This design comes from an exercise in tuning for small area on the open sky130 flow, not from production work.
Where RTL was checked, it was by simulation tests only, not by an equivalence proof against the original.
For runs 2 to 5, only the layout was checked, not whether the RTL still works.
Power and IR drop assume default switching activity.

===== flow/flow/run.sh =====
#!/bin/bash
# Standard layout, with the port buffers made of buf_1 cells.
cp standard.sh standard_copy.sh.txt
export BUFFER_PORTS_ARGS="-buffer_cell sky130_fd_sc_hd__buf_1"
bash standard.sh > standard.log 2>&1

===== flow/standard.sh =====
#!/bin/bash
# synth_recipe.tcl (not shown) runs the flow's synth.tcl, then flattens the netlist and writes it again
# the make line also repeats each setting of config.mk as NAME=value (left out here)
make -C /OpenROAD-flow-scripts/flow DESIGN_CONFIG=/design/flow/config.mk WORK_HOME=/design/flow/orfs CLKGATE_MAP_FILE= SYNTH_SCRIPT=/design/flow/synth_recipe.tcl "${@:-finish}"

===== flow/config.mk =====
export PLATFORM = sky130hd
export DESIGN_NAME = Convolution_pipeline
export DESIGN_NICKNAME = Convolution_pipeline
export VERILOG_FILES = /design/flow/design.v
export SDC_FILE = /design/flow/constraint.sdc
export NUM_CORES = 4
export LEC_CHECK = 0
export CAP_MARGIN = 20
export CORE_MARGIN = 2
export CORE_UTILIZATION = 40
export SLEW_MARGIN = 20

===== flow/constraint.sdc =====
create_clock -name core_clock -period 3.0 [get_ports {clk}]
set_input_delay 0.6000 -clock core_clock [delete_from_list [all_inputs] [get_ports {clk}]]
set_output_delay 0.6000 -clock core_clock [all_outputs]
set_load 0.01 [all_outputs]

===== flow/design.v =====
module Convolution_pipeline(
    clk,
    rst_n,
    in_valid,
    In_IFM_1,
    In_IFM_2,
    In_IFM_3,
    In_IFM_4,
    In_Weight_1,
    In_Weight_2,
    In_Weight_3,
    In_Weight_4,
    Out_OFM
    );
input clk, rst_n;
input in_valid;
input [3:0] In_IFM_1;
input [3:0] In_IFM_2;
input [3:0] In_IFM_3;
input [3:0] In_IFM_4;
input [3:0] In_Weight_1;
input [3:0] In_Weight_2;
input [3:0] In_Weight_3;
input [3:0] In_Weight_4;
output [11:0] Out_OFM;
wire pp1_00, pp1_01, pp1_02, pp1_03, pp1_10, pp1_11, pp1_12, pp1_13, pp1_20, pp1_21, pp1_22, pp1_23, pp1_30, pp1_31, pp1_32, pp1_33, pp2_00, pp2_01, pp2_02, pp2_03, pp2_10, pp2_11, pp2_12, pp2_13, pp2_20, pp2_21, pp2_22, pp2_23, pp2_30, pp2_31, pp2_32, pp2_33, pp3_00, pp3_01, pp3_02, pp3_03, pp3_10, pp3_11, pp3_12, pp3_13, pp3_20, pp3_21, pp3_22, pp3_23, pp3_30, pp3_31, pp3_32, pp3_33, pp4_00, pp4_01, pp4_02, pp4_03, pp4_10, pp4_11, pp4_12, pp4_13, pp4_20, pp4_21, pp4_22, pp4_23, pp4_30, pp4_31, pp4_32, pp4_33, fs1, fc2, fs3, fc4, fs5, fc6, fs7, fc8, fs9, fc10, fs11, fc12, fs13, fc14, fs15, fc16, fs17, fc18, fs19, fc20, fs21, fc22, fs23, fc24, fs25, fc26, fs27, fc28, fs29, fc30, fs31, fc32, fs33, fc34, fs35, fc36, fs37, fc38, fs39, fc40, fs41, fc42, fs43, fc44, fs45, fc46, fs47, fc48, fs49, fc50, fs51, fc52, fs53, fc54, fs55, fc56, fs57, fc58, fs59, fc60, fs61, fc62, fs63, fc64, fs65, fc66, fs67, fc68, fs69, fc70, fs71, fc72, fs73, fc74, fs75, fc76, fs77, fc78, fs79, fc80, fs81, fc82, fs83, fc84, fs85, fc86, fs87, fc88, fs89, fc90, fs91, fc92, fs93, fc94, fs95, fc96, fs97, fc98, fs99, fc100, fs101, fc102;
assign pp1_00 = In_IFM_1[0] & In_Weight_1[0];
assign pp1_01 = In_IFM_1[0] & In_Weight_1[1];
assign pp1_02 = In_IFM_1[0] & In_Weight_1[2];
assign pp1_03 = In_IFM_1[0] & In_Weight_1[3];
assign pp1_10 = In_IFM_1[1] & In_Weight_1[0];
assign pp1_11 = In_IFM_1[1] & In_Weight_1[1];
assign pp1_12 = In_IFM_1[1] & In_Weight_1[2];
assign pp1_13 = In_IFM_1[1] & In_Weight_1[3];
assign pp1_20 = In_IFM_1[2] & In_Weight_1[0];
assign pp1_21 = In_IFM_1[2] & In_Weight_1[1];
assign pp1_22 = In_IFM_1[2] & In_Weight_1[2];
assign pp1_23 = In_IFM_1[2] & In_Weight_1[3];
assign pp1_30 = In_IFM_1[3] & In_Weight_1[0];
assign pp1_31 = In_IFM_1[3] & In_Weight_1[1];
assign pp1_32 = In_IFM_1[3] & In_Weight_1[2];
assign pp1_33 = In_IFM_1[3] & In_Weight_1[3];
assign pp2_00 = In_IFM_2[0] & In_Weight_2[0];
assign pp2_01 = In_IFM_2[0] & In_Weight_2[1];
assign pp2_02 = In_IFM_2[0] & In_Weight_2[2];
assign pp2_03 = In_IFM_2[0] & In_Weight_2[3];
assign pp2_10 = In_IFM_2[1] & In_Weight_2[0];
assign pp2_11 = In_IFM_2[1] & In_Weight_2[1];
assign pp2_12 = In_IFM_2[1] & In_Weight_2[2];
assign pp2_13 = In_IFM_2[1] & In_Weight_2[3];
assign pp2_20 = In_IFM_2[2] & In_Weight_2[0];
assign pp2_21 = In_IFM_2[2] & In_Weight_2[1];
assign pp2_22 = In_IFM_2[2] & In_Weight_2[2];
assign pp2_23 = In_IFM_2[2] & In_Weight_2[3];
assign pp2_30 = In_IFM_2[3] & In_Weight_2[0];
assign pp2_31 = In_IFM_2[3] & In_Weight_2[1];
assign pp2_32 = In_IFM_2[3] & In_Weight_2[2];
assign pp2_33 = In_IFM_2[3] & In_Weight_2[3];
assign pp3_00 = In_IFM_3[0] & In_Weight_3[0];
assign pp3_01 = In_IFM_3[0] & In_Weight_3[1];
assign pp3_02 = In_IFM_3[0] & In_Weight_3[2];
assign pp3_03 = In_IFM_3[0] & In_Weight_3[3];
assign pp3_10 = In_IFM_3[1] & In_Weight_3[0];
assign pp3_11 = In_IFM_3[1] & In_Weight_3[1];
assign pp3_12 = In_IFM_3[1] & In_Weight_3[2];
assign pp3_13 = In_IFM_3[1] & In_Weight_3[3];
assign pp3_20 = In_IFM_3[2] & In_Weight_3[0];
assign pp3_21 = In_IFM_3[2] & In_Weight_3[1];
assign pp3_22 = In_IFM_3[2] & In_Weight_3[2];
assign pp3_23 = In_IFM_3[2] & In_Weight_3[3];
assign pp3_30 = In_IFM_3[3] & In_Weight_3[0];
assign pp3_31 = In_IFM_3[3] & In_Weight_3[1];
assign pp3_32 = In_IFM_3[3] & In_Weight_3[2];
assign pp3_33 = In_IFM_3[3] & In_Weight_3[3];
assign pp4_00 = In_IFM_4[0] & In_Weight_4[0];
assign pp4_01 = In_IFM_4[0] & In_Weight_4[1];
assign pp4_02 = In_IFM_4[0] & In_Weight_4[2];
assign pp4_03 = In_IFM_4[0] & In_Weight_4[3];
assign pp4_10 = In_IFM_4[1] & In_Weight_4[0];
assign pp4_11 = In_IFM_4[1] & In_Weight_4[1];
assign pp4_12 = In_IFM_4[1] & In_Weight_4[2];
assign pp4_13 = In_IFM_4[1] & In_Weight_4[3];
assign pp4_20 = In_IFM_4[2] & In_Weight_4[0];
assign pp4_21 = In_IFM_4[2] & In_Weight_4[1];
assign pp4_22 = In_IFM_4[2] & In_Weight_4[2];
assign pp4_23 = In_IFM_4[2] & In_Weight_4[3];
assign pp4_30 = In_IFM_4[3] & In_Weight_4[0];
assign pp4_31 = In_IFM_4[3] & In_Weight_4[1];
assign pp4_32 = In_IFM_4[3] & In_Weight_4[2];
assign pp4_33 = In_IFM_4[3] & In_Weight_4[3];
assign fs1 = pp1_00 ^ pp2_00 ^ pp3_00;
assign fc2 = (pp1_00 & pp2_00) | (pp3_00 & (pp1_00 ^ pp2_00));
assign fs3 = pp1_01 ^ pp1_10 ^ pp2_01;
assign fc4 = (pp1_01 & pp1_10) | (pp2_01 & (pp1_01 ^ pp1_10));
assign fs5 = pp2_10 ^ pp3_01 ^ pp3_10;
assign fc6 = (pp2_10 & pp3_01) | (pp3_10 & (pp2_10 ^ pp3_01));
assign fs7 = pp1_02 ^ pp1_11 ^ pp1_20;
assign fc8 = (pp1_02 & pp1_11) | (pp1_20 & (pp1_02 ^ pp1_11));
assign fs9 = pp2_02 ^ pp2_11 ^ pp2_20;
assign fc10 = (pp2_02 & pp2_11) | (pp2_20 & (pp2_02 ^ pp2_11));
assign fs11 = pp3_02 ^ pp3_11 ^ pp3_20;
assign fc12 = (pp3_02 & pp3_11) | (pp3_20 & (pp3_02 ^ pp3_11));
assign fs13 = pp4_02 ^ pp4_11 ^ pp4_20;
assign fc14 = (pp4_02 & pp4_11) | (pp4_20 & (pp4_02 ^ pp4_11));
assign fs15 = pp1_03 ^ pp1_12 ^ pp1_21;
assign fc16 = (pp1_03 & pp1_12) | (pp1_21 & (pp1_03 ^ pp1_12));
assign fs17 = pp1_30 ^ pp2_03 ^ pp2_12;
assign fc18 = (pp1_30 & pp2_03) | (pp2_12 & (pp1_30 ^ pp2_03));
assign fs19 = pp2_21 ^ pp2_30 ^ pp3_03;
assign fc20 = (pp2_21 & pp2_30) | (pp3_03 & (pp2_21 ^ pp2_30));
assign fs21 = pp3_12 ^ pp3_21 ^ pp3_30;
assign fc22 = (pp3_12 & pp3_21) | (pp3_30 & (pp3_12 ^ pp3_21));
assign fs23 = pp4_03 ^ pp4_12 ^ pp4_21;
assign fc24 = (pp4_03 & pp4_12) | (pp4_21 & (pp4_03 ^ pp4_12));
assign fs25 = pp1_13 ^ pp1_22 ^ pp1_31;
assign fc26 = (pp1_13 & pp1_22) | (pp1_31 & (pp1_13 ^ pp1_22));
assign fs27 = pp2_13 ^ pp2_22 ^ pp2_31;
assign fc28 = (pp2_13 & pp2_22) | (pp2_31 & (pp2_13 ^ pp2_22));
assign fs29 = pp3_13 ^ pp3_22 ^ pp3_31;
assign fc30 = (pp3_13 & pp3_22) | (pp3_31 & (pp3_13 ^ pp3_22));
assign fs31 = pp4_13 ^ pp4_22 ^ pp4_31;
assign fc32 = (pp4_13 & pp4_22) | (pp4_31 & (pp4_13 ^ pp4_22));
assign fs33 = pp1_23 ^ pp1_32 ^ pp2_23;
assign fc34 = (pp1_23 & pp1_32) | (pp2_23 & (pp1_23 ^ pp1_32));
assign fs35 = pp2_32 ^ pp3_23 ^ pp3_32;
assign fc36 = (pp2_32 & pp3_23) | (pp3_32 & (pp2_32 ^ pp3_23));
assign fs37 = pp1_33 ^ pp2_33 ^ pp3_33;
assign fc38 = (pp1_33 & pp2_33) | (pp3_33 & (pp1_33 ^ pp2_33));
assign fs39 = pp4_01 ^ pp4_10 ^ fc2;
assign fc40 = (pp4_01 & pp4_10) | (fc2 & (pp4_01 ^ pp4_10));
assign fs41 = pp4_30 ^ fc10 ^ fc12;
assign fc42 = (pp4_30 & fc10) | (fc12 & (pp4_30 ^ fc10));
assign fs43 = fc16 ^ fc18 ^ fc20;
assign fc44 = (fc16 & fc18) | (fc20 & (fc16 ^ fc18));
assign fs45 = pp4_23 ^ pp4_32 ^ fc26;
assign fc46 = (pp4_23 & pp4_32) | (fc26 & (pp4_23 ^ pp4_32));
assign fs47 = fc28 ^ fc30 ^ fc32;
assign fc48 = (fc28 & fc30) | (fc32 & (fc28 ^ fc30));
assign fs49 = pp4_33 ^ fc34 ^ fc36;
assign fc50 = (pp4_33 & fc34) | (fc36 & (pp4_33 ^ fc34));
assign fs51 = fc4 ^ fc6 ^ fs11;
assign fc52 = (fc4 & fc6) | (fs11 & (fc4 ^ fc6));
assign fs53 = fs13 ^ fs7 ^ fs9;
assign fc54 = (fs13 & fs7) | (fs9 & (fs13 ^ fs7));
assign fs55 = fc14 ^ fc8 ^ fs15;
assign fc56 = (fc14 & fc8) | (fs15 & (fc14 ^ fc8));
assign fs57 = fs17 ^ fs19 ^ fs21;
assign fc58 = (fs17 & fs19) | (fs21 & (fs17 ^ fs19));
assign fs59 = fc22 ^ fc24 ^ fs25;
assign fc60 = (fc22 & fc24) | (fs25 & (fc22 ^ fc24));
assign fs61 = fs27 ^ fs29 ^ fs31;
assign fc62 = (fs27 & fs29) | (fs31 & (fs27 ^ fs29));
assign fs63 = fs33 ^ fs35 ^ fc44;
assign fc64 = (fs33 & fs35) | (fc44 & (fs33 ^ fs35));
assign fs65 = fs37 ^ fc46 ^ fc48;
assign fc66 = (fs37 & fc46) | (fc48 & (fs37 ^ fc46));
assign fs67 = fs23 ^ fc52 ^ fc54;
assign fc68 = (fs23 & fc52) | (fc54 & (fs23 ^ fc52));
assign fs69 = fc42 ^ fc56 ^ fc58;
assign fc70 = (fc42 & fc56) | (fc58 & (fc42 ^ fc56));
assign fs71 = fs3 ^ fs5 ^ fs39;
assign fc72 = (fs3 & fs5) | (fs39 & (fs3 ^ fs5));
assign fs73 = fc60 ^ fc62 ^ fs45;
assign fc74 = (fc60 & fc62) | (fs45 & (fc60 ^ fc62));
assign fs75 = fc40 ^ fs51 ^ fs53;
assign fc76 = (fc40 & fs51) | (fs53 & (fc40 ^ fs51));
assign fs77 = fs41 ^ fs55 ^ fs57;
assign fc78 = (fs41 & fs55) | (fs57 & (fs41 ^ fs55));
assign fs79 = fs43 ^ fs59 ^ fs61;
assign fc80 = (fs43 & fs59) | (fs61 & (fs43 ^ fs59));
assign fs81 = fc38 ^ fc50 ^ fc66;
assign fc82 = (fc38 & fc50) | (fc66 & (fc38 ^ fc50));
assign fs83 = fs47 ^ fc70 ^ fs63;
assign fc84 = (fs47 & fc70) | (fs63 & (fs47 ^ fc70));
assign fs85 = fs49 ^ fc64 ^ fc74;
assign fc86 = (fs49 & fc64) | (fc74 & (fs49 ^ fc64));
assign fs87 = fc68 ^ fc78 ^ fs69;
assign fc88 = (fc68 & fc78) | (fs69 & (fc68 ^ fc78));
assign fs89 = fc76 ^ fs67 ^ fs77;
assign fc90 = (fc76 & fs67) | (fs77 & (fc76 ^ fs67));
assign fs91 = r1[6] ^ r1[7] ^ r1[8];
assign fc92 = (r1[6] & r1[7]) | (r1[8] & (r1[6] ^ r1[7]));
assign fs93 = r1[10] ^ r1[11] ^ r1[12];
assign fc94 = (r1[10] & r1[11]) | (r1[12] & (r1[10] ^ r1[11]));
assign fs95 = r1[9] ^ fc92 ^ fs93;
assign fc96 = (r1[9] & fc92) | (fs93 & (r1[9] ^ fc92));
assign fs97 = r1[13] ^ r1[14] ^ r1[15];
assign fc98 = (r1[13] & r1[14]) | (r1[15] & (r1[13] ^ r1[14]));
assign fs99 = fc94 ^ fs97 ^ fc96;
assign fc100 = (fc94 & fs97) | (fc96 & (fc94 ^ fs97));
assign fs101 = r1[16] ^ r1[17] ^ fc98;
assign fc102 = (r1[16] & r1[17]) | (fc98 & (r1[16] ^ r1[17]));
wire [9:0] rowA = {1'b0, r1[18], fc100, fs99, fs95, fs91, r1[5], r1[3], r1[2], r1[0]};
wire [9:0] rowB = {1'b0, fc102, fs101, 1'b0, 1'b0, 1'b0, 1'b0, r1[4], 1'b0, r1[1]};
reg [18:0] r1;
reg [9:0] s2, s3;
always @(posedge clk) begin
    if (in_valid) begin
        r1[0] <= pp4_00;
        r1[1] <= fs1;
        r1[2] <= fs71;
        r1[3] <= fc72;
        r1[4] <= fs75;
        r1[5] <= fs89;
        r1[6] <= fs79;
        r1[7] <= fs87;
        r1[8] <= fc90;
        r1[9] <= fc80;
        r1[10] <= fs73;
        r1[11] <= fs83;
        r1[12] <= fc88;
        r1[13] <= fs65;
        r1[14] <= fc84;
        r1[15] <= fs85;
        r1[16] <= fs81;
        r1[17] <= fc86;
        r1[18] <= fc82;
        s2 <= rowA + rowB;
        s3 <= s2;
    end
end
reg [1:0] cnt;
always @(posedge clk or negedge rst_n) begin
    if (!rst_n)
        cnt <= 2'd0;
    else if (in_valid && cnt != 2'd3)
        cnt <= cnt + 2'd1;
end
reg [9:0] ofm;
always @(posedge clk or negedge rst_n) begin
    if (!rst_n)
        ofm <= 10'd0;
    else if (in_valid && cnt == 2'd3)
        ofm <= s3;
end
assign Out_OFM = {2'b00, ofm};
endmodule

==> flow_results.org, run 1 <==
** Final layout
- Fillers :: 777
- Area taken by flip-flops and latches :: 1470 µm²
- Diodes inserted :: 0
- Final core occ :: 0.475
- The finished cells cover 3900 µm².
- Area added between synthesis and finish :: 15.5%
- Layout cells sized above 1 :: 0.146
- Multi-input gate area :: 1710 µm²
- For this run, the post-layout net count is 420.

** Worst setup path
- The worst register-to-register path has a depth of 7.
- Cell chain of the critical path :: clkbuf_2 > and2_4 > fa_1 > inv_1 > fa_1 > inv_1 > fa_1 > inv_1 > fa_1 > inv_1
- For the worst setup path, the data required time is 3070 ps.
- In this run the critical register-to-register path is captured at s2[7]$_DFFE_PP_.
- Data arrives at the worst endpoint at 3000 ps.
- Setup slack of the most critical reg-to-reg path :: 420 ps
- On the critical path, the stage with the largest delay is an instance of fa_1.
- On the worst path, the slowest cell contributes a delay of 530 ps.
- Of all nets on the critical path, the largest fanout is 4.
- The startpoint identified for the worst register-to-register timing path is r1[11]$_DFFE_PP_.
- STA classifies the critical path endpoint as a register.
- Startpoint class of the critical path :: input pin
- Type of the setup path with the least slack :: input pin to register

** Clock network
- In this run, post-CTS hold repair placed 0 buffers.
- In this run the number of H-tree levels came out at 2.
- Clock-pin slew was measured on the worst setup and hold paths at 90 ps.
- Max clock buf depth :: 2
- The tree built by TritonCTS fans out to 51 sinks.
- Worst-Skew Late Latency :: 300 ps
- TritonCTS built the clock tree.
- Cts bufs inserted :: 5
- Root buffer cell :: clkbuf_8

** STA
- Worst-margin pin slew :: 645 ps
- Number of failing setup endpoints in the final timing report :: 0
- Final number of hold-violating endpoints :: 0
- Max_slew headroom :: 0.570
- Hold timing on the final database bottoms out at a slack of 294 ps.
- The worst path needs 2930 ps of the cycle, external delays included.
- Worst-case clock skew :: 4.41 ps
- Final clock period utilization by the worst path :: 0.976
- Setup repair after global routing missed its margin :: true
- Final Max Slew Viols :: 0
- Achievable Freq :: 0.342 GHz

** Pwr
- Power comes to 2720 µW.
- Internal power component :: 1840 µW
- In this run the power density over the cells is 697 nW/µm².
- Sequential fraction of design power :: 0.449
- Of the total power, the clock network draws 0.136.
- The share of total power dissipated in combinational logic is 0.415.
- Of the total power, the share spent switching nets is 0.322.
- Max VDD drop :: 0.000243 V
- P_sw :: 876 µW
- In this run the static leakage power is 0.00168 µW.

** Synth
- Number of storage elements in the synthesis netlist :: 51
- For this run, the number of Yosys warnings is 1.
- Seq/Total Area, Yosys :: 0.436
- Synthesis produced 259 cells.
- Number of library cell types mapped by synthesis :: 22
- The mapped netlist covers 3380 µm².
- After synthesis, the mean cell area works out to 13.0 µm².

** Place
- Detailed Place HPWL :: 5090 µm
- The congestion estimate from routability-driven global placement came to 0.926.
- In this run the cell area measured after placement is 3810 µm².
- IO Port Bufs :: 44

** Flow run
- Maximum capacitance violations :: 0

** Routing
- The final layout contains routed wiring with a total length of 5840 µm.
- Via/cell ratio :: 4.57
- DR pass1 iterations :: 4
- Residual DRC :: 0
- The detailed router placed 1985 vias in this run.
- After the first detailed-routing iteration, the DRC count stood at 75.
- The detail route stage leaves a number of antenna-violating nets equal to 0.
- After detailed routing, the average wire length per cell comes to 13.4 µm.

** Die
- Starting density of the core :: 0.411
- FP Rows :: 33
- Total Die Area :: 9200 µm²
- Die boundary height :: 95.9 µm
- Width of the die :: 95.9 µm
- The core region is 8220 µm².
- I/O pin total :: 47

** Global route
- Via count of the first global-routing pass :: 2189
- For this run, the total global-route usage over all layers was measured as 0.147.
- After global routing the overflow that remains totals 0.
- The first global-routing pass estimated 10100 µm of wire.
- Largest net degree at the start of global routing :: 22
- Number of antenna violations at the first check in global routing :: 0

** Hold path
- In this run the worst hold path is classified as input pin to asynchronous set/reset pin.

** Outcome
- The flow ran to the end and the layout has no timing, DRC or antenna violations.
[cell usage after synthesis]
library cell	count	share of area
fa_1	51	0.30
inv_1	51	0.057
edfxtp_1	39	0.35
nand2_1	37	0.041
and2_1	30	0.056
dfrtp_1	12	0.089
mux2_2	11	0.037
ha_1	6	0.022
xnor2_1	5	0.013
xor2_1	3	0.0078
a31oi_1	2	0.0037
buf_4	2	0.0044
a21o_2	1	0.0026
a21oi_1	1	0.0015
and4bb_1	1	0.0037
conb_1	1	0.0011
nand2_2	1	0.0019
nand4b_1	1	0.0026
nor2_1	1	0.0011
nor2b_1	1	0.0019
nor2b_2	1	0.0026
nor3b_1	1	0.0022
[per-stage QoR]
| step | std cells | worst slack [ps] | setup TNS, ps |
|---|---|---|---|
| 2_1_floorplan | 260 | -65.9 | -65.9 |
| 6_report | 434 | 72.6 | 0 |
| 5_1_grt | 434 | -3.05 | -3.05 |
| 4_1_cts | 434 | 66.1 | 0 |
| 3_5_place_dp | 426 | -272 | -755 |
| 3_3_place_gp | 426 | -248 | -630 |
[state kept, by name, indices dropped and copies added (netlist names)]
| signal | flops |
|---|---|
| s3 | 10 |
| ofm | 10 |
| cnt | 2 |
| s2 | 10 |
| r1 | 19 |
[metal layers]
layer / global-route usage / part of all wire / vias to the layer above
met5: 0 / 0 / -
met4: 0.0536 / 0.022 / 0
met3: 0.0235 / 0.047 / 11
met2: 0.277 / 0.52 / 58
met1: 0.168 / 0.41 / 986
li1: - / - / 930
[worst max path at each step]
stage | slack (ps) | startpoint | end | depth (start not counted)
final | 70 | In_Weight_3[0] | r1[5]$_DFFE_PP_ | 10
after floorplan | -70 | In_Weight_3[0] | r1[5]$_DFFE_PP_ | 9
after detailed placement | -270 | In_IFM_1[3] | r1[5]$_DFFE_PP_ | 9
after CTS | 70 | In_Weight_4[2] | r1[5]$_DFFE_PP_ | 8
after global routing | -3 | In_Weight_3[0] | r1[5]$_DFFE_PP_ | 10
after global placement | -250 | In_Weight_4[2] | r1[5]$_DFFE_PP_ | 8
[cell families (layout without fill, tap and decap cells)]
family / count (synthesis) / in the layout / synth area share
AND/OR/NAND/NOR: 74 / 74 / 0.113
adder cells (fa/ha/maj): 57 / 57 / 0.324
buffers and inverters: 53 / 122 / 0.0611
flip-flops: 51 / 51 / 0.436
multiplexers: 11 / 11 / 0.0367
XOR/XNOR: 8 / 8 / 0.0207
AO/OA/AOI/OAI: 4 / 4 / 0.00778
other: 1 / 2 / 0.00111
[what timing repair did]
item	4_1_cts	5_1_grt
setup buffers	0	0
endpoints found under the setup margin	0	1
resized for setup	0	7
[power groups by stage]
stage / registers [µW] / logic, µW / clock network [µW]
CTS: 1220 / 1160 / 386
floorplan: 1250 / 817 / 0
global placement: 1230 / 1110 / 0
detailed placement: 1240 / 1160 / 0
global route: 1260 / 1340 / 418
finish: 1220 / 1130 / 369
[cell type report]
| class | count | share of cell area |
|---|---|---|
| Tap cell | 105 | 0.0337 |
| Timing Repair Buffer | 63 | 0.0811 |
| Multi-Input combinational cell | 156 | 0.438 |
| Sequential cell | 51 | 0.377 |
| Clock buffer | 7 | 0.0196 |
| Inverter | 51 | 0.0491 |
| Clock inverter | 1 | 0.00128 |
[cells in the final DEF, fill, tap and decap left out, types with 2 or more instances in the layout]
| master | Yosys | final |
|---|---|---|
| a31oi_1 | 2 | 2 |
| and2_1 | 30 | 29 |
| buf_1 | 0 | 37 |
| buf_4 | 2 | 19 |
| clkbuf_1 | 0 | 2 |
| clkbuf_2 | 0 | 7 |
| clkbuf_8 | 0 | 5 |
| conb_1 | 1 | 2 |
| dfrtp_1 | 12 | 12 |
| edfxtp_1 | 39 | 39 |
| fa_1 | 51 | 50 |
| ha_1 | 6 | 6 |
| inv_1 | 51 | 51 |
| mux2_2 | 11 | 11 |
| nand2_1 | 37 | 37 |
| xnor2_1 | 5 | 5 |
| xor2_1 | 3 | 3 |
[worst max-delay path: cells and delay by family]
kind | cells | cell delay, ps
simple gates | 1 | 160
fa+ha+maj | 4 | 1950
buf+inv | 5 | 290
==> inputs of run 2 (changes only) <==
==> flow/design.v (replaced) <==
module Convolution_pipeline(
    clk,
    rst_n,
    in_valid,
    In_IFM_1,
    In_IFM_2,
    In_IFM_3,
    In_IFM_4,
    In_Weight_1,
    In_Weight_2,
    In_Weight_3,
    In_Weight_4,
    Out_OFM
    );
input clk, rst_n;
input in_valid;
input [3:0] In_IFM_1;
input [3:0] In_IFM_2;
input [3:0] In_IFM_3;
input [3:0] In_IFM_4;
input [3:0] In_Weight_1;
input [3:0] In_Weight_2;
input [3:0] In_Weight_3;
input [3:0] In_Weight_4;
output [11:0] Out_OFM;
wire [9:0] dot = In_IFM_1 * In_Weight_1 + In_IFM_2 * In_Weight_2
               + In_IFM_3 * In_Weight_3 + In_IFM_4 * In_Weight_4;
reg [9:0] s1, s2, s3;
always @(posedge clk) begin
    if (in_valid) begin
        s1 <= dot;
        s2 <= s1;
        s3 <= s2;
    end
end
reg [1:0] cnt;
always @(posedge clk or negedge rst_n) begin
    if (!rst_n)
        cnt <= 2'd0;
    else if (in_valid && cnt != 2'd3)
        cnt <= cnt + 2'd1;
end
reg [9:0] ofm;
always @(posedge clk or negedge rst_n) begin
    if (!rst_n)
        ofm <= 10'd0;
    else if (in_valid && cnt == 2'd3)
        ofm <= s3;
end
assign Out_OFM = {2'b00, ofm};
endmodule
==> flow/run.sh (new file) <==
#!/bin/bash
# synth_recipe.tcl (not shown) runs the flow's synth.tcl, then flattens the netlist and writes it again
# the make line also repeats each setting of config.mk as NAME=value (left out here)
make -C /OpenROAD-flow-scripts/flow DESIGN_CONFIG=/design/flow/config.mk WORK_HOME=/design/flow/orfs CLKGATE_MAP_FILE= SYNTH_SCRIPT=/design/flow/synth_recipe.tcl finish
removed: flow/flow/run.sh
removed: flow/standard.sh
==> run 2 against run 1 <==
  * The layout now fails its checks (setup timing)
  * Final cell count increased by 13%
  * Non-clock buffer count up 10
  * Final area is 17% higher
  * Global-route usage decreased by 0.90 points
  * Hold slack better by 130 ps
  * Total power rose by 78%
  * Combinational power rose to 3.0 times the previous value
  * First-iteration DRC count fell by 17%
  * Sequential power shrank 15%
  * Routed wire length increased by 6.0%
  * Die area increased by 5.1%
  * Register-to-register slack improved by 1100 ps
  * Critical path type unchanged
  * Largest power group is now combinational cells
==> flow_results.org, run 2 <==
** Outcome
- Outcome :: complete, but fails checks
- Layout check failures :: setup timing

** Die
- Total Die Area :: 9660 µm² (+5.1%)
- Width of the die :: 98.3 µm (+2.5%)
- Starting density of the core :: 0.410 (-0.00126)
- Placeable core region :: 8680 µm² (+5.6%)
- The chip height is 98.3 µm (+2.5%).
- I/O pin total :: 47 (unchanged)
- The standard-cell row count is 34 (+3.0%).

** Clock network
- Clock-pin slew reported for the worst setup and hold paths after clock tree synthesis :: 80 ps (about the same)
- In this run the clock root is driven by a clkbuf_8.
- TritonCTS built the clock tree.
- The sink count of the clock tree is 42 (-18%).
- Hold_buf cts :: 0 (unchanged)
- Worst-Skew Late Latency :: 300 ps (about the same)
- Max clock buf depth :: 2 (unchanged)
- The H-tree level count came to 2 (unchanged).
- The number of CTS-inserted buffers was 5 (unchanged).

** Routing
- The count of nets left with antenna violations after detail routing is 0 (unchanged).
- The wire length after detailed routing came to 6190 µm (+6.0%).
- DR pass1 iterations :: 4 (unchanged)
- Average wire length per cell after detail routing :: 12.6 µm (-6.3%)
- Routed length on met3 :: 191 µm (-31%)
- The met1 routed wirelength after detailed routing is 2830 µm (+19%).
- The met2 wirelength from detailed routing came to 3060 µm (+0.23%).
- Highest metal used :: met4
- The routed via count came to 2188 (+10%).
- The final routed DRC violation total was 0 (unchanged).
- The detailed router's first-iteration violation count was 62 (-17%).
- Via/cell ratio :: 4.46 (-2.6%)

** Pwr
- Leakage :: 0.00214 µW (+27%)
- Max VDD drop :: 0.000724 V (+200%)
- The power per cell area is 1050 nW/µm² (+51%).
- The total power after layout came to 4830 µW (+78%).

** STA
- Setup repair after global routing missed its margin :: true
- Achievable Freq :: 0.207 GHz (-39%)
- Worst-margin pin slew :: 548 ps (-96.7 ps)
- Max_slew headroom :: 0.633 (+0.0634)
- Fin Hold WS :: 424 ps (+130 ps)
- The number of failing hold endpoints at the final stage is 0 (unchanged).
- The number of setup violations in the final report was 8 (+8).
- Post-route setup slack :: -1840 ps (-1910 ps)
- The final-report max-slew violation count is 0 (unchanged).
- The sum of negative setup slack is -12530 ps (-12530 ps).
- Final clock period utilization by the worst path :: 1.61 (+0.637)
- Worst-case clock skew :: 4.92 ps (+0.507 ps)
- Clock period minus worst slack :: 4840 ps (+1910 ps)

** Final layout
- Area added between synthesis and finish :: 28.6%
- Diodes inserted :: 0 (unchanged)
- Layout cells sized above 1 :: 0.342 (+0.196)
- The final core utilization came to 0.527 (+0.0525).
- The top cell types in the final layout, fill and taps aside, are inv_1 (65), fa_1 (39), and2_1 (32).
- Total Nets Final :: 502 (+20%)
- Fillers :: 791 (+1.8%)
- Leaving out fill and tap cells, the most frequent cell in the layout is inv_1.

** Global route
- Global-route wire length before repair :: 10600 µm (+4.8%)
- The overall fraction of global-route tracks in use came to 0.139 (-0.00898).
- Via count of the first global-routing pass :: 2335 (+6.7%)
- Number of antenna violations at the first check in global routing :: 0 (unchanged)
- The largest net degree at the start of global routing was 32 (+45%).
- The final global-route overflow total is 0 (unchanged).

** Synth
- Combinational family with the most area after synthesis :: adder cells
- Most instantiated cells after synthesis :: inv_1 (75), fa_1 (48), and2_1 (42)
- The number of library cell types mapped by synthesis was 21 (-4.5%).
- Synth Cell Area :: 3560 µm² (+5.3%)
- The area fraction of the dominant cell type after synthesis was 0.270 (-0.0765).
- By area the synthesized netlist is led by fa_1 (27%), edfxtp_1 (25%), ha_1 (13%), dfrtp_1 (8.4%), inv_1 (7.9%).
- Post-Synthesis Cells :: 303 (+17%)
- Post-synthesis simple-gate area fraction :: 0.106 (-0.00672)
- Ys flop type :: edfxtp_1
- The synthesized-area fraction occupied by ao, oa, aoi and oai cells is 0.0197 (+0.0119).
- The biggest area contributor in the post-synthesis netlist is fa_1.
- The number of enable flip-flop cells after synthesis is 30 (-23%).
- Syn avg cell area :: 11.7 µm² (-10%)
- Number of synthesis warnings :: 1 (unchanged)
- inv_1 is the most common cell in the netlist.
- Adder-Cell Fraction of Synth Area :: 0.400 (+0.0758)
- The share of the synthesized netlist area taken by xor and xnor gates came to 0.0172 (-0.00351).
- The fraction of registers with async set or reset after synthesis came to 0.286 (+0.0504).
- Seq/Total Area, Yosys :: 0.338 (-0.0979)
- The mux share of post-synthesis cell area is 0.0348 (-0.00184).
- The number of synthesized register bits came to 42 (-18%).

** Worst setup path
- Category of cells accounting for the largest share of critical-path delay :: adder cells
- Kind of capture point of the worst setup path :: register
- Launch instance of the worst register-to-register path :: cnt[0]$_DFFE_PN0P_
- Worst endpoint data arrival time :: 4890 ps (+1890 ps)
- The worst setup path is launched from an input pin.
- Crit path buffers/inverters :: 5 (unchanged)
- Delay of the slowest cell on the worst path :: 560 ps (+30 ps)
- The cell depth of the worst setup path came to 17 (+7).
- The largest fanout of any net on the critical path is 4 (unchanged).
- The critical path goes through buf_8 > and2_4 > fa_1 > inv_2 > fa_1 > fa_1 > inv_2 > fa_2 > inv_2 > fa_2 > fa_1 > inv_2 > ha_4 > nor2b_4 > a311oi_4 > a21oi_2 > xor2_1.
- Tracing the worst setup path back leads to its startpoint at In_Weight_4[2].
- Critical path's slowest cell :: fa_2
- Logic depth of the worst register-to-register path :: 3 (-4)
- Data required, critical path :: 3060 ps (about the same)
- Type of the setup path with the least slack :: input pin to register

** Hold path
- Hold path cells :: 0
- Hold_sp :: s1[4]$_DFFE_PP_
- Path type of the worst min-delay path :: register to register

** Flow run
- Maximum capacitance violations :: 0 (unchanged)

** Place
- The count of input and output buffers is 44 (unchanged).
- Weighted congestion at the end of routability-driven global placement :: 0.857 (-7.5%)
- Detailed Place HPWL :: 5370 µm (+5.4%)
## run 2: cell types whose count changed after synthesis, moves of 2 or more
cell,before,now
a21oi_1,1,3
a21oi_2,0,2
a31oi_1,2,0
and2_1,30,42
edfxtp_1,39,30
fa_1,51,48
ha_1,6,37
inv_1,51,75
nand2_1,37,23
nor2_1,1,4
## run 2: worst paths after layout
path | slack (ps) | to
hold / removal | 420 | s2[4]$_DFFE_PP_
hold reg to reg | 420 | s2[4]$_DFFE_PP_
min in group asynchronous | 650 | ofm[7]$_DFFE_PN0P_
setup reg to reg | 1530 | ofm[5]$_DFFE_PN0P_
max in group asynchronous | 1980 | ofm[2]$_DFFE_PN0P_
setup / recovery | -1840 | s1[9]$_DFFE_PP_
## run 2: cell families (layout without fill, tap and decap cells)
logic type,count (synthesis),count (layout)
buffers and inverters,77,156
other,1,2
AO/OA/AOI/OAI,9,9
multiplexers,11,11
XOR/XNOR,7,7
AND/OR/NAND/NOR,71,71
flip-flops,42,42
adder cells (fa/ha/maj),85,85
## run 2: per-stage QoR
| stage | setup WS (ps) | area (µm²) | std cells |
|---|---|---|---|
| CTS | -1990 | 4570 | 491 |
| global placement | -2540 | 4400 | 479 |
| floorplan | -1930 | 3650 | 304 |
| global route | -1960 | 4580 | 491 |
| detailed placement | -2580 | 4400 | 479 |
| finish | -1840 | 4580 | 491 |
## run 2: repair_timing
item / in CTS / in global routing
pin swaps: 46 / 42
gates resized for setup: 120 / 44
buffers inserted: 4 / 3
setup endpoints to repair: 9 / 9
## run 2: area by class of cell
class,count,area [µm²],area share
flip-flops and latches,42,1200,0.263
well taps,108,135,0.0295
clock buffers,5,68.8,0.0150
repair buffers,73,574,0.126
clock inverters,3,43.8,0.00957
inverters,75,282,0.0615
multi-input cells,185,2270,0.496
## run 2: worst reg2reg max path, cell delays in order, from the launching register on
cell and delay (ps):
dfrtp_1 400, ha_1 220, nand2_1 340, mux2_2 400
## run 2: where the power goes
| part | total [µW] | internal (µW) | leakage [µW] | switching [µW] |
|---|---|---|---|---|
| combinational | 3340 | 1850 | 0.00164 | 1490 |
| clock | 443 | 249 | 0.0000585 | 194 |
| sequential | 1040 | 974 | 0.000435 | 70.8 |
## run 2: per-layer routing
| layer | up-vias | global-route usage |
|---|---|---|
| met5 | - | 0 |
| met4 | 0 | 0.0474 |
| met3 | 6 | 0.0136 |
| met2 | 47 | 0.231 |
| met1 | 1052 | 0.191 |
| li1 | 1083 | - |
==> inputs of run 3 (changes only) <==
--- a/flow/design.v
+++ b/flow/design.v
@@ -24,11 +24,13 @@
 input [3:0] In_Weight_4;
 output [11:0] Out_OFM;
-wire [9:0] dot = In_IFM_1 * In_Weight_1 + In_IFM_2 * In_Weight_2
-               + In_IFM_3 * In_Weight_3 + In_IFM_4 * In_Weight_4;
-reg [9:0] s1, s2, s3;
+reg [7:0] p1, p2, p3, p4;
+reg [9:0] s2, s3;
 always @(posedge clk) begin
     if (in_valid) begin
-        s1 <= dot;
-        s2 <= s1;
+        p1 <= In_IFM_1 * In_Weight_1;
+        p2 <= In_IFM_2 * In_Weight_2;
+        p3 <= In_IFM_3 * In_Weight_3;
+        p4 <= In_IFM_4 * In_Weight_4;
+        s2 <= (p1 + p2) + (p3 + p4);
         s3 <= s2;
     end
==> run 3 against run 2 <==
  * Total power fell by 15%
  * Final cell count up 27%
  * Critical path type is now register to register
  * Highest routed layer unchanged
  * Worst setup slack improved by 2000 ps
  * Core utilization grew 0.49 points
  * Combinational power decreased by 44%
  * Clock skew increased by 3.4 ps
  * Count of clock-buffer cells in the layout grew 6
  * Now clean on timing, DRC and antenna
  * Routed wire length up 16%
==> flow_results.org, run 3 <==
** STA
- The worst-case headroom to the max-slew limit is 0.567 (-0.0664).
- Final clock period utilization by the worst path :: 0.962 (-0.651)
- Final Max Slew Viols :: 0 (unchanged)
- The final period demand of the worst path came to 2890 ps (-1950 ps).
- The number of setup violations in the final report is 0 (-8).
- The worst setup slack after layout was 114 ps (+1950 ps).
- The transition at the pin with the smallest max-transition slack came to 650 ps (+101 ps).
- The number of failing hold endpoints at the final stage was 0 (unchanged).
- Setup repair after global routing missed its margin :: false
- The achievable frequency was 0.347 GHz (+68%).
- The largest clock skew in the final design was 8.33 ps (+3.41 ps).

** Die
- Starting density of the core :: 0.410 (+0.000590)
- The die span in x came to 110 µm (+12%).
- The standard-cell row count was 38 (+12%).
- The die area is 12000 µm² (+25%).
- Die boundary height :: 110 µm (+12%)
- The area of the placeable core is 10900 µm² (+25%).
- I/O pin total :: 47 (unchanged)

** Synth
- Ys flop type :: edfxtp_1
- Post-Synthesis Cells :: 372 (+23%)
- The number of warnings printed during yosys synthesis came to 1 (unchanged).
- The synthesized design spends more area on one cell type than any other, namely edfxtp_1.
- The number of enable flip-flop cells after synthesis was 52 (+73%).
- Number of storage elements in the synthesis netlist :: 64 (+52%)
- The netlist area before placement is 4470 µm² (+26%).
- The area fraction of the dominant cell type after synthesis came to 0.349 (+0.0792).
- Ys async rst share :: 0.188 (-0.0982)
- The number of library cell types mapped by synthesis came to 27 (+29%).
- Syn avg cell area :: 12.0 µm² (+2.3%)
- Ranked by instance count, the synthesized netlist is headed by inv_1 (67), ha_1 (58), edfxtp_1 (52).
- Top-count cell post-synth :: inv_1
- Top area cells in the synthesized netlist :: edfxtp_1 (35%), ha_1 (16%), fa_1 (14%), dfrtp_1 (6.7%), and2_1 (6.4%)
- Seq/Total Area, Yosys :: 0.417 (+0.0789)

** Routing
- The final routed DRC violation total was 0 (unchanged).
- Average wire length per cell after detail routing :: 11.4 µm (-9.2%)
- Routed Antenna Nets :: 0 (unchanged)
- Routed length on met3 :: 255 µm (+34%)
- The detailed router's first-iteration violation count was 93 (+50%).
- Vias post-DR :: 2806 (+28%)
- The met2 wirelength from detailed routing was 3500 µm (+14%).
- In this run the top signal layer used is met4.
- The via count normalized by instance count was 4.48 (+0.59%).
- The met1 routed wirelength after detailed routing was 3250 µm (+15%).
- DR pass1 iterations :: 4 (unchanged)
- The wire length after detailed routing came to 7160 µm (+16%).

** Clock network
- Root buffer cell :: clkbuf_8
- CTS tree :: yes
- Hold_buf cts :: 0 (unchanged)
- The clock network latency to the later pin of the worst-skew pair is 350 ps (+50 ps).
- Max clock buf depth :: 2 (unchanged)
- The sink count of the clock tree is 64 (+52%).
- Cts bufs inserted :: 9 (+4)
- The H-tree level count was 3 (+1).
- Clock-pin slew reported for the worst setup and hold paths after clock tree synthesis :: 70 ps (about the same)

** Global route
- Overall global routing resource usage :: 0.135 (-0.00399)
- The number of antenna violations at the first check in global routing came to 0 (unchanged).
- The final global-route overflow total is 0 (unchanged).
- The first-pass GRT wire length is 12400 µm (+17%).
- The largest net degree at the start of global routing is 54 (+69%).
- The via count of the first global-routing pass is 2844 (+22%).

** Worst setup path
- Cell chain of the critical path :: inv_1 > fa_1 > inv_1 > fa_1 > ha_2 > inv_2 > fa_2 > nor2b_2 > o21ai_2 > a21oi_2 > nor3b_2 > xnor2_1
- The endpoint identified for the worst register-to-register timing path is s2[7]$_DFFE_PP_.
- Category of cells accounting for the largest share of critical-path delay :: adder cells
- Crit. path cell count :: 12 (-5)
- Tracing the worst setup path back leads to its startpoint at p3[1]$_DFFE_PP_.
- Startpoint class of the critical path :: register
- Critical path's slowest cell :: fa_1
- Setup slack of the most critical reg-to-reg path :: 110 ps (-1420 ps)
- The data required time of the critical path came to 3100 ps (+40 ps).
- Kind of capture point of the worst setup path :: register
- The critical path is of the register to register type.
- The endpoint arrival time on the critical path was 2990 ps (-1900 ps).
- Maximum fanout along the worst path :: 2 (-2)
- Launch instance of the worst register-to-register path :: p3[1]$_DFFE_PP_
- Crit path buffers/inverters :: 3 (-2)
- The largest stage delay on the critical path was 530 ps (-30 ps).
- Logic depth of the worst register-to-register path :: 12 (+9)
- Following the worst setup path forward leads to its endpoint at s2[7]$_DFFE_PP_.

** Final layout
- The final core utilization is 0.532 (+0.00493).
- Leaving out fill and tap cells, the most frequent cell in the layout is inv_1.
- Layout cells sized above 1 :: 0.212 (-0.130)
- Final Instance Area :: 5790 µm² (+27%)
- Top flop regs :: ofm x10, s2 x10, s3 x10
- The antenna diode count came to 0 (unchanged).
- Total Nets Final :: 606 (+21%)
- Number of standard cells in the final layout excluding fillers :: 626 (+27%)
- Leading cell types in the layout, fill and taps excluded :: inv_1 (65), ha_1 (56), buf_4 (55)
- Area added between synthesis and finish :: 29.6%

** Flow run
- Maximum capacitance violations :: 0 (unchanged)

** Hold path
- The path class of the tightest hold or removal check is register to register.

** Place
- The setup slack at placement is -536 ps (+2040 ps).
- The instance count after placement with tap cells included is 605 (+26%).
- The post-DP HPWL came to 5730 µm (+6.7%).
- IO Port Bufs :: 44 (unchanged)
- Weighted congestion at the end of routability-driven global placement :: 0.792 (-7.6%)
- The instance area at placement was 5440 µm² (+24%).

** Outcome
- Outcome :: complete, no violations

** Pwr
- The total power after layout came to 4110 µW (-15%).
- Leakage :: 0.00288 µW (+35%)
- Max VDD drop :: 0.000463 V (-36%)
- Power density normalized to cell area :: 709 nW/µm² (-33%)
-- run 3: changes by cell type in the layout (fill, tap and decap cells not counted), moves of 10 or more --
| cell | previous run | this run |
|---|---|---|
| ha_1 | 28 | 56 |
| buf_2 | 13 | 1 |
| dlymetal6s2s_1 | 0 | 16 |
| buf_4 | 27 | 55 |
| and2_1 | 32 | 46 |
| and2_4 | 10 | 0 |
| edfxtp_1 | 30 | 52 |
| fa_1 | 39 | 27 |
| xnor2_1 | 5 | 19 |
-- run 3: how the worst min path moves through the flow --
stage,from,end,slack [ps],cells past startpoint
finish,s2[4]$_DFFE_PP_,s3[4]$_DFFE_PP_,420,0
global route,s2[4]$_DFFE_PP_,s3[4]$_DFFE_PP_,430,0
CTS,s2[4]$_DFFE_PP_,s3[4]$_DFFE_PP_,420,0
detailed placement,s2[0]$_DFFE_PP_,s3[0]$_DFFE_PP_,410,0
global placement,s2[8]$_DFFE_PP_,s3[8]$_DFFE_PP_,400,0
floorplan,rst_n,cnt[0]$_DFFE_PN0P_,300,0
-- run 3: power breakdown --
| part | leakage [µW] | internal [µW] | total (µW) | switching, µW |
|---|---|---|---|---|
| sequential | 0.000649 | 1350 | 1430 | 82.8 |
| clock | 0.000106 | 489 | 817 | 329 |
| combinational | 0.00213 | 983 | 1860 | 880 |
-- run 3: per-layer routing --
metal / GRT usage / vias up
met5: 0 / -
met4: 0.0561 / 0
met3: 0.0308 / 15
met2: 0.221 / 45
met1: 0.171 / 1317
li1: - / 1429
-- run 3: logic make-up (layout without fill, tap and decap cells) --
group / Yosys count / after routing / share of synthesized area
AO/OA/AOI/OAI: 30 / 30 / 0.0431
XOR/XNOR: 23 / 23 / 0.0451
adder cells (fa/ha/maj): 90 / 90 / 0.306
buffers and inverters: 70 / 183 / 0.0605
flip-flops: 64 / 64 / 0.417
multiplexers: 11 / 11 / 0.0277
other: 1 / 2 / 0.000839
AND/OR/NAND/NOR: 83 / 83 / 0.101
-- run 3: timing repair --
item	4_1_cts	5_1_grt
gates cloned	0	0
endpoints found under the hold margin	0	0
gates resized for setup	19	29
pin swaps	31	43
setup endpoints to repair	15	13
buffers inserted	1	4
-- run 3: through the flow --
step	setup TNS [ps]	hold WS, ps
after floorplan	0	304
after global placement	-6950	401
after detailed placement	-7850	405
after CTS	0	421
after global routing	0	429
final	0	419
-- run 3: final cells by class --
type | instances | area (µm²)
clock buffer | 11 | 141
timing repair buffer | 99 | 882
clock inverter | 5 | 80.1
fill | 969 | 5090
tap | 140 | 175
inverter | 68 | 255
multi-input combinational | 239 | 2400
sequential | 64 | 1860
==> inputs of run 4 (changes only) <==
==> flow/flow/run.sh (new file) <==
#!/bin/bash
# Standard layout, with the port buffers made of buf_1 cells.
cp standard.sh standard_copy.sh.txt
export BUFFER_PORTS_ARGS="-buffer_cell sky130_fd_sc_hd__buf_1"
bash standard.sh > standard.log 2>&1
==> flow/standard.sh (new file) <==
#!/bin/bash
# synth_recipe.tcl (not shown) runs the flow's synth.tcl, then flattens the netlist and writes it again
# the make line also repeats each setting of config.mk as NAME=value (left out here)
make -C /OpenROAD-flow-scripts/flow DESIGN_CONFIG=/design/flow/config.mk WORK_HOME=/design/flow/orfs CLKGATE_MAP_FILE= SYNTH_SCRIPT=/design/flow/synth_recipe.tcl "${@:-finish}"
removed: flow/run.sh
==> run 4 against run 3 <==
  * Routed wire length down 5.6%
  * Sequential cell count unchanged
  * Global-route usage fell by 0.52 points
  * Count of clock-buffer cells in the layout unchanged
  * Die area stayed put
  * First-iteration DRC count fell by 28%
  * Sequential share of layout area is 2.9 points higher
  * Register-to-register slack improved by 20 ps
  * Core utilization down 4.4 points
  * Synthesized cell count unchanged
  * Highest routed layer unchanged
==> flow_results.org, run 4 <==
** STA
- Achievable Freq :: 0.348 GHz (+0.54%)
- The worst hold margin came to 237 ps (-182 ps).
- The final period demand of the worst path came to 2870 ps (-15.4 ps).
- Worst-margin pin slew :: 653 ps (+3.30 ps)
- Final number of hold-violating endpoints :: 0 (unchanged)
- The largest clock skew in the final design is 4.25 ps (-4.07 ps).
- Max_slew headroom :: 0.565 (-0.00220)
- The post-route clock period utilization is 0.957 (-0.00512).
- The worst setup slack after layout is 130 ps (+15.4 ps).
- The final-report max-slew violation count is 0 (unchanged).
- Setup repair after global routing left no endpoint under its margin.
- The number of setup violations in the final report was 0 (unchanged).

** Routing
- Residual DRC :: 0 (unchanged)
- Routed Antenna Nets :: 0 (unchanged)
- The wire length after detailed routing was 6760 µm (-5.6%).
- Number of design-rule violations left by the first detailed-router iteration :: 67 (-28%)
- The via count normalized by instance count was 4.50 (+0.32%).
- DR pass1 iterations :: 3 (-1)
- The routed via count is 2743 (-2.2%).
- The met1 routed wirelength after detailed routing was 3030 µm (-6.8%).
- Average wire length per cell after detail routing :: 11.1 µm (-3.1%)
- The highest metal layer carrying signal wires in the routed design is met4.
- The met2 wirelength from detailed routing was 3340 µm (-4.5%).
- The total length of routed met3 wires came to 273 µm (+7.1%).

** Clock network
- The sink count of the clock tree was 64 (unchanged).
- Worst-Skew Late Latency :: 340 ps (about the same)
- The root buffer cell chosen for the clock tree is clkbuf_8.
- Depth of the CTS H-tree :: 3 (unchanged)
- Hold_buf cts :: 0 (unchanged)
- Max clock buf depth :: 2 (unchanged)
- CTS tree :: yes
- The clock-pin transition on the worst setup and hold timing paths came to 70 ps (about the same).
- The number of CTS-inserted buffers is 9 (unchanged).

** Global route
- The first-pass GRT wire length came to 12000 µm (-3.0%).
- The number of antenna violations at the first check in global routing was 0 (unchanged).
- The overall fraction of global-route tracks in use was 0.129 (-0.00517).
- Largest net degree at the start of global routing :: 53 (-1.9%)
- Via count of the first global-routing pass :: 2775 (-2.4%)
- The final global-route overflow total came to 0 (unchanged).

** Synth
- Seq/Total Area, Yosys :: 0.417 (unchanged)
- Syn avg cell area :: 12.0 µm² (unchanged)
- Post-Synthesis Cells :: 372 (unchanged)
- Cell taking the most area after synthesis :: edfxtp_1
- In the synthesized netlist the dominant register cell turns out to be edfxtp_1.
- The number of library cell types mapped by synthesis was 27 (unchanged).
- Synth Cell Area :: 4470 µm² (unchanged)
- Top-count cell post-synth :: inv_1
- Number of storage elements in the synthesis netlist :: 64 (unchanged)
- The number of warnings printed during yosys synthesis was 1 (unchanged).
- Area share of the largest cell type after synthesis :: 0.349 (unchanged)
- Yosys attributes the largest share of cell area to edfxtp_1 (35%), ha_1 (16%), fa_1 (14%), dfrtp_1 (6.7%), and2_1 (6.4%).
- Most instantiated cells after synthesis :: inv_1 (67), ha_1 (58), edfxtp_1 (52)
- Ys async rst share :: 0.188 (unchanged)
- Number of enable-type register cells in the synthesized netlist :: 52 (unchanged)

** Worst setup path
- Startpoint class of the critical path :: register
- The reg-to-reg setup timing slack was 130 ps (+20 ps).
- Launch instance of the worst register-to-register path :: p1[2]$_DFFE_PP_
- The largest fanout of any net on the critical path was 2 (unchanged).
- The worst reg-to-reg path cell count is 10 (-2).
- Reg2Reg Capture Point :: s2[8]$_DFFE_PP_
- Termination of the worst setup path :: s2[8]$_DFFE_PP_
- Type of the setup path with the least slack :: register to register
- The worst setup path is captured at a register.
- The critical path starts at p1[2]$_DFFE_PP_.
- Data required, critical path :: 3100 ps (about the same)
- Worst endpoint data arrival time :: 2970 ps (-20 ps)

** Pwr
- The share of power burned in the clock network came to 0.184 (-0.015).
- Leakage :: 0.00253 µW (-12%)
- The power per cell area is 722 nW/µm² (+1.8%).
- Max VDD drop :: 0.000495 V (+7.1%)
- The combinational share of power is 0.443 (-0.010).
- Switching Fraction :: 0.336 (+0.0219)
- The register share of total power came to 0.373 (+0.025).
- Internal power component :: 2550 µW (-9.7%)
- P_sw :: 1290 µW (-0.16%)

** Final layout
- The library cell used most frequently in the layout, excluding fill and tap cells, is inv_1.
- Compared with the post-synthesis result, the final layout area differs by 18.8%.
- Total Nets Final :: 590 (-2.6%)
- Leading cell types in the layout, fill and taps excluded :: inv_1 (65), ha_1 (57), edfxtp_1 (52)
- Diodes inserted :: 0 (unchanged)
- The largest registers in the layout are ofm x10, s2 x10, s3 x10.
- The final core utilization is 0.488 (-0.0444).
- The proportion of layout cells with a drive suffix above 1 is 0.160 (-0.0524).

** Die
- The starting utilization of the core area was 0.410 (unchanged).
- The area of the placeable core is 10900 µm² (unchanged).
- FP Rows :: 38 (unchanged)
- I/O pin total :: 47 (unchanged)
- The die area was 12000 µm² (unchanged).
- Width of the die :: 110 µm (unchanged)
- Die boundary height :: 110 µm (unchanged)

** Flow run
- Maximum capacitance violations :: 0 (unchanged)

** Place
- The setup slack at placement came to -147 ps (+388 ps).
- Weighted congestion at the end of routability-driven global placement :: 0.812 (+2.5%)
- The count of input and output buffers came to 44 (unchanged).
- Detailed Place HPWL :: 5590 µm (-2.4%)

** Outcome
- The run finished with no timing, DRC or antenna violations.

** Hold path
- Path type of the worst min-delay path :: input pin to asynchronous set/reset pin
-- run 4: cell counts after synthesis --
No cell type changed its count.
-- run 4: cell families (layout without fill, tap and decap cells) --
logic type                 count (synthesis)  in the layout  synth area share
and+or+nand+nor                           83             83             0.101
DFF                                       64             64             0.417
muxes                                     11             11            0.0277
AOI/OAI and AO/OA                         30             30            0.0431
adders and majority gates                 90             90             0.306
buffers and inverters                     70            167            0.0605
other                                      1              2          0.000839
xor gates and xnor gates                  23             23            0.0451
-- run 4: final cells by class --
cell class,count,area (µm²)
clock buffer,11,163
clock inverter,5,37.5
fill,1001,5580
inverter,68,255
multi-input combinational,239,2360
sequential,64,1860
tap,140,175
timing repair buffer,83,459
-- run 4: worst min path at each step --
stage	cells after the start	endpoint	startpoint	slack, ps
after floorplan	0	cnt[0]$_DFFE_PN0P_	rst_n	300
after global placement	0	s3[5]$_DFFE_PP_	s2[5]$_DFFE_PP_	400
after detailed placement	0	s3[8]$_DFFE_PP_	s2[8]$_DFFE_PP_	400
after CTS	1	ofm[4]$_DFFE_PN0P_	rst_n	250
after global routing	1	ofm[4]$_DFFE_PN0P_	rst_n	270
final	1	ofm[4]$_DFFE_PN0P_	rst_n	240
-- run 4: metrics by stage --
stage	total power, µW	std cells	area, µm²	setup TNS (ps)
final	3840	610	5310	0
after global placement	3030	592	5080	-526
after CTS	3840	608	5280	0
after detailed placement	3090	592	5080	-1020
after global routing	4190	610	5310	0
after floorplan	2680	373	4470	0
-- run 4: layer usage --
layer,up-vias,track usage
li1,1400,-
met1,1288,0.160
met2,44,0.217
met3,11,0.0373
met4,0,0.0443
met5,-,0
-- run 4: repair_timing --
action | CTS | global route
gates resized for setup | 1 | 7
pin swaps | 0 | 10
cloned | 0 | 0
setup buffers | 0 | 2
setup endpoints to repair | 1 | 3
-- run 4: critical path, cell delays in order, from the launching register on --
cell and delay [ps]:
edfxtp_1 380, inv_1 110, fa_1 410, fa_1 550, inv_1 60, ha_1 280, a21oi_1 150, nor2b_1 90
a311oi_2 340, a21oi_2 90, xor2_1 140
-- run 4: power by group through the flow --
stage | combinational (µW) | clock (µW) | sequential, µW
after detailed placement | 1640 | 0 | 1450
after CTS | 1670 | 736 | 1430
after global placement | 1590 | 0 | 1440
final | 1700 | 707 | 1430
after global routing | 1950 | 778 | 1460
after floorplan | 1220 | 0 | 1460
==> inputs of run 5 (changes only) <==
--- a/flow/design.v
+++ b/flow/design.v
@@ -24,13 +24,11 @@
 input [3:0] In_Weight_4;
 output [11:0] Out_OFM;
-reg [7:0] p1, p2, p3, p4;
+reg [8:0] q1, q2;
 reg [9:0] s2, s3;
 always @(posedge clk) begin
     if (in_valid) begin
-        p1 <= In_IFM_1 * In_Weight_1;
-        p2 <= In_IFM_2 * In_Weight_2;
-        p3 <= In_IFM_3 * In_Weight_3;
-        p4 <= In_IFM_4 * In_Weight_4;
-        s2 <= (p1 + p2) + (p3 + p4);
+        q1 <= In_IFM_1 * In_Weight_1 + In_IFM_2 * In_Weight_2;
+        q2 <= In_IFM_3 * In_Weight_3 + In_IFM_4 * In_Weight_4;
+        s2 <= q1 + q2;
         s3 <= s2;
     end
==> flow/run.sh (new file) <==
#!/bin/bash
# synth_recipe.tcl (not shown) runs the flow's synth.tcl, then flattens the netlist and writes it again
# the make line also repeats each setting of config.mk as NAME=value (left out here)
make -C /OpenROAD-flow-scripts/flow DESIGN_CONFIG=/design/flow/config.mk WORK_HOME=/design/flow/orfs CLKGATE_MAP_FILE= SYNTH_SCRIPT=/design/flow/synth_recipe.tcl finish
removed: flow/flow/run.sh
removed: flow/standard.sh
==> run 5 against run 4 <==
  * The layout now fails its checks (setup timing)
  * Clock power shrank 46%
  * Sequential cell count shrank 14
  * Total power shrank 3.7%
  * Combinational power grew 22%
  * Hold slack gained 190 ps
  * Worst setup slack lost 950 ps
  * Sequential share of layout area shrank 8.6 points
  * Highest routed layer unchanged
  * Fmax shrank 25%
  * Register-to-register slack gained 970 ps
==> flow_results.org, run 5 <==
** Synth
- Number of library cell types mapped by synthesis :: 32 (+19%)
- The area fraction of the dominant cell type after synthesis was 0.277 (-0.0727).
- The number of instances in the synthesized netlist is 367 (-1.3%).
- Syn avg cell area :: 11.2 µm² (-6.5%)
- inv_1 is the most common cell in the netlist.
- By count the netlist is led by inv_1 (74), ha_1 (52), and2_1 (48).
- By area the synthesized netlist is led by edfxtp_1 (28%), fa_1 (18%), ha_1 (16%), and2_1 (7.3%), dfrtp_1 (7.3%).
- edfxtp_1 takes more of the synthesized area than any other cell.
- Ys async rst share :: 0.240 (+0.0525)
- Number of storage elements in the synthesis netlist :: 50 (-22%)
- Number of synthesis warnings :: 1 (unchanged)
- Synth Cell Area :: 4120 µm² (-7.7%)
- Ys flop type :: edfxtp_1
- The portion of the post-synthesis area used by sequential elements is 0.350 (-0.0671).
- Number of enable-type register cells in the synthesized netlist :: 38 (-27%)

** Die
- I/O pin total :: 47 (unchanged)
- Total Die Area :: 11100 µm² (-7.5%)
- The die span in x came to 106 µm (-3.8%).
- Placeable core region :: 10200 µm² (-6.5%)
- FP Rows :: 37 (-2.6%)
- The chip height was 106 µm (-3.8%).
- Starting density of the core :: 0.405 (-0.00557)

** STA
- Clock period minus worst slack :: 3820 ps (+946 ps)
- The transition at the pin with the smallest max-transition slack was 522 ps (-131 ps).
- The worst-case headroom to the max-slew limit was 0.651 (+0.0863).
- Final Max Slew Viols :: 0 (unchanged)
- Achievable Freq :: 0.262 GHz (-25%)
- Total Negative Setup Slacks :: -7240 ps (-7240 ps)
- The worst hold margin was 426 ps (+189 ps).
- The number of failing hold endpoints at the final stage was 0 (unchanged).
- The worst setup slack after layout is -816 ps (-946 ps).
- Number of failing setup endpoints in the final timing report :: 12 (+12)
- The post-route clock period utilization came to 1.27 (+0.315).
- The largest clock skew in the final design came to 4.73 ps (+0.478 ps).
- Setup repair after global routing missed its margin :: true

** Routing
- The count of nets left with antenna violations after detail routing is 0 (unchanged).
- Vias post-DR :: 2740 (-0.11%)
- The wire length per cell after detailed routing came to 11.3 µm (+2.1%).
- Wirelength, routed :: 6850 µm (+1.4%)
- Number of design-rule violations left by the first detailed-router iteration :: 82 (+22%)
- Residual DRC :: 0 (unchanged)
- The iteration count of the initial detailed-routing pass is 4 (+1).
- The via count normalized by instance count is 4.52 (+0.55%).

** Place
- The post-DP HPWL is 5690 µm (+1.8%).
- The count of input and output buffers was 44 (unchanged).
- The setup slack at placement is -1580 ps (-1430 ps).
- The global placement routability congestion is 0.818 (+0.81%).

** Worst setup path
- The worst setup path is launched from an input pin.
- Kind of capture point of the worst setup path :: register
- The endpoint arrival time on the critical path came to 3940 ps (+970 ps).
- The worst path buffer plus inverter count is 3 (+1).
- The critical path is of the input pin to register type.
- The data required time of the critical path was 3120 ps (+20 ps).
- Delay of the slowest cell on the worst path :: 560 ps (about the same)
- Broken down by cell family, the worst path's largest delay share belongs to adder cells.
- Maximum fanout along the worst path :: 4 (+2)
- The critical path goes through buf_12 > and2_4 > fa_1 > fa_1 > fa_1 > inv_1 > fa_1 > inv_2 > ha_4 > nor2b_4 > o21a_1 > o21a_1 > o311ai_2.
- The largest individual stage delay along the critical path comes from the cell fa_1.
- Cell with the most instances on the worst path :: fa_1

** Hold path
- Path type of the worst min-delay path :: register to register

** Global route
- The largest net degree at the start of global routing is 39 (-26%).
- Number of antenna violations at the first check in global routing :: 0 (unchanged)
- Global-route wire length before repair :: 12100 µm (+0.98%)
- Overall global routing resource usage :: 0.131 (+0.00164)
- Via count of the first global-routing pass :: 2760 (-0.54%)
- Grt total ovfl :: 0 (unchanged)

** Clock network
- The number of buffers on the longest clock path was 2 (unchanged).
- The clock-pin transition on the worst setup and hold timing paths was 90 ps (+20 ps).
- Cts bufs inserted :: 5 (-4)
- The H-tree level count came to 2 (-1).
- TritonCTS built the clock tree.
- In this run the clock root is driven by a clkbuf_8.
- Hold_buf cts :: 0 (unchanged)
- The sink count of the clock tree is 50 (-22%).
- The clock network latency to the later pin of the worst-skew pair came to 300 ps (-40 ps).

** Final layout
- Area added between synthesis and finish :: 32.3%
- Layout cells sized above 1 :: 0.298 (+0.138)
- Total Nets Final :: 593 (+0.51%)
- Top flop regs :: ofm x10, s2 x10, s3 x10
- Fillers :: 926 (-7.5%)
- The area used by sequential logic in the layout came to 1440 µm² (-23%).
- Diodes inserted :: 0 (unchanged)
- The area used by multi-input combinational logic came to 2610 µm² (+11%).
- Most common cell after layout, fill and taps aside :: inv_1
- The final core utilization is 0.536 (+0.0481).
- In the layout the commonest cells are inv_1 (71), buf_4 (50), ha_1 (45).

** Outcome
- Outcome :: complete, but fails checks
- Layout check failures :: setup timing

** Pwr
- The worst ir drop on vdd is 0.000360 V (-27%).
- The leakage power total came to 0.00255 µW (+1.1%).
- The power per cell area is 677 nW/µm² (-6.3%).

** Flow run
- The number of max-capacitance violations reported is 0 (unchanged).
-- run 5: through the flow --
step,cells,power (µW),area (µm²)
after floorplan,368,2540,4210
final,606,3690,5460
after CTS,601,3660,5320
after global routing,606,4040,5460
after detailed placement,589,3190,5120
after global placement,589,3140,5120
-- run 5: repair_timing --
item,4_1_cts,5_1_grt
gates resized for setup,160,22
buffers inserted,4,5
hold endpoints to repair,0,0
setup endpoints to repair,14,12
pin swaps,42,30
-- run 5: final cells by class --
class | count | share of cell area
clock buffer | 5 | 0.0126
clock inverter | 3 | 0.00390
inverter | 74 | 0.0509
multi-input combinational | 242 | 0.478
sequential | 50 | 0.264
tap | 136 | 0.0312
timing repair buffer | 96 | 0.159
-- run 5: routing by layer --
metal | routed length (µm) | GRT usage
met2 | 3400 | 0.220
met5 | 0 | 0
met3 | 159 | 0.0223
met1 | 3230 | 0.180
met4 | 62 | 0.0263
-- run 5: worst paths after layout --
path | cells after the start | slack (ps) | end | startpoint
worst max-delay path | 13 | -820 | q1[8]$_DFFE_PP_ | In_Weight_2[1]
worst min-delay path | 0 | 430 | s3[6]$_DFFE_PP_ | s2[6]$_DFFE_PP_
worst max register to register | 7 | 1100 | s2[8]$_DFFE_PP_ | q2[0]$_DFFE_PP_
worst min register to register | 0 | 430 | s3[6]$_DFFE_PP_ | s2[6]$_DFFE_PP_
max in group asynchronous | 1 | 2010 | ofm[5]$_DFFE_PN0P_ | rst_n
min in group asynchronous | 1 | 640 | ofm[4]$_DFFE_PN0P_ | rst_n
-- run 5: cell families (layout without fill, tap and decap cells) --
kind of cell	after synthesis	in the layout	share of synthesized area
xor+xnor	12	12	0.0255
other cells	1	2	0.000909
buf+inv	76	178	0.0710
simple gates	96	96	0.130
flops	50	50	0.350
compound gates	32	32	0.0555
fa+ha+maj	89	89	0.337
mux	11	11	0.0300
-- run 5: power breakdown --
| group | internal [µW] | total (µW) | switching, µW |
|---|---|---|---|
| combinational | 1120 | 2080 | 960 |
| clock | 164 | 382 | 218 |
| sequential | 1140 | 1230 | 92.3 |
| total | 2420 | 3690 | 1270 |

## re-timing with driven ports
The flow's constraints put no driver on any port. The routed layouts listed below were extracted and timed again, unchanged, in two steps. Step 1: set_driving_cell puts a clkbuf_16 on clk and a buf_2 on each other input, an assumption about the parent block. Step 2, shift: input delay + t, output delay - t, t = (earliest + latest rising clock arrival at the registers) / 2. This alone moves slack from input paths to output paths. a / b / c = ideal / step 1 / step 2; a / b = the first two.
run	t, ns	slack for setup (ns)	worst setup path after step 2	worst register clock-pin slew, ns	worst slew at a driven data input, ns
run 1	0.322	0.073 / 0.077 / -0.245	input to register	0.09 / 0.09	0.04
run 2	0.323	-1.838 / -1.846 / -2.169	input to register	0.08 / 0.08	0.05
run 3	0.373	0.114 / 0.114 / -0.225	input to register	0.07 / 0.07	0.03
run 4	0.370	0.130 / 0.130 / -0.154	input to register	0.07 / 0.07	0.03
run 5	0.319	-0.816 / -0.839 / -1.158	input to register	0.09 / 0.09	0.06
With both steps, setup timing fails in run 1, run 3 and run 4, where it was met with ideal ports. The setup slack of run 5, which loses most, moves by -0.023 ns with the drivers and by -0.342 ns with both steps.
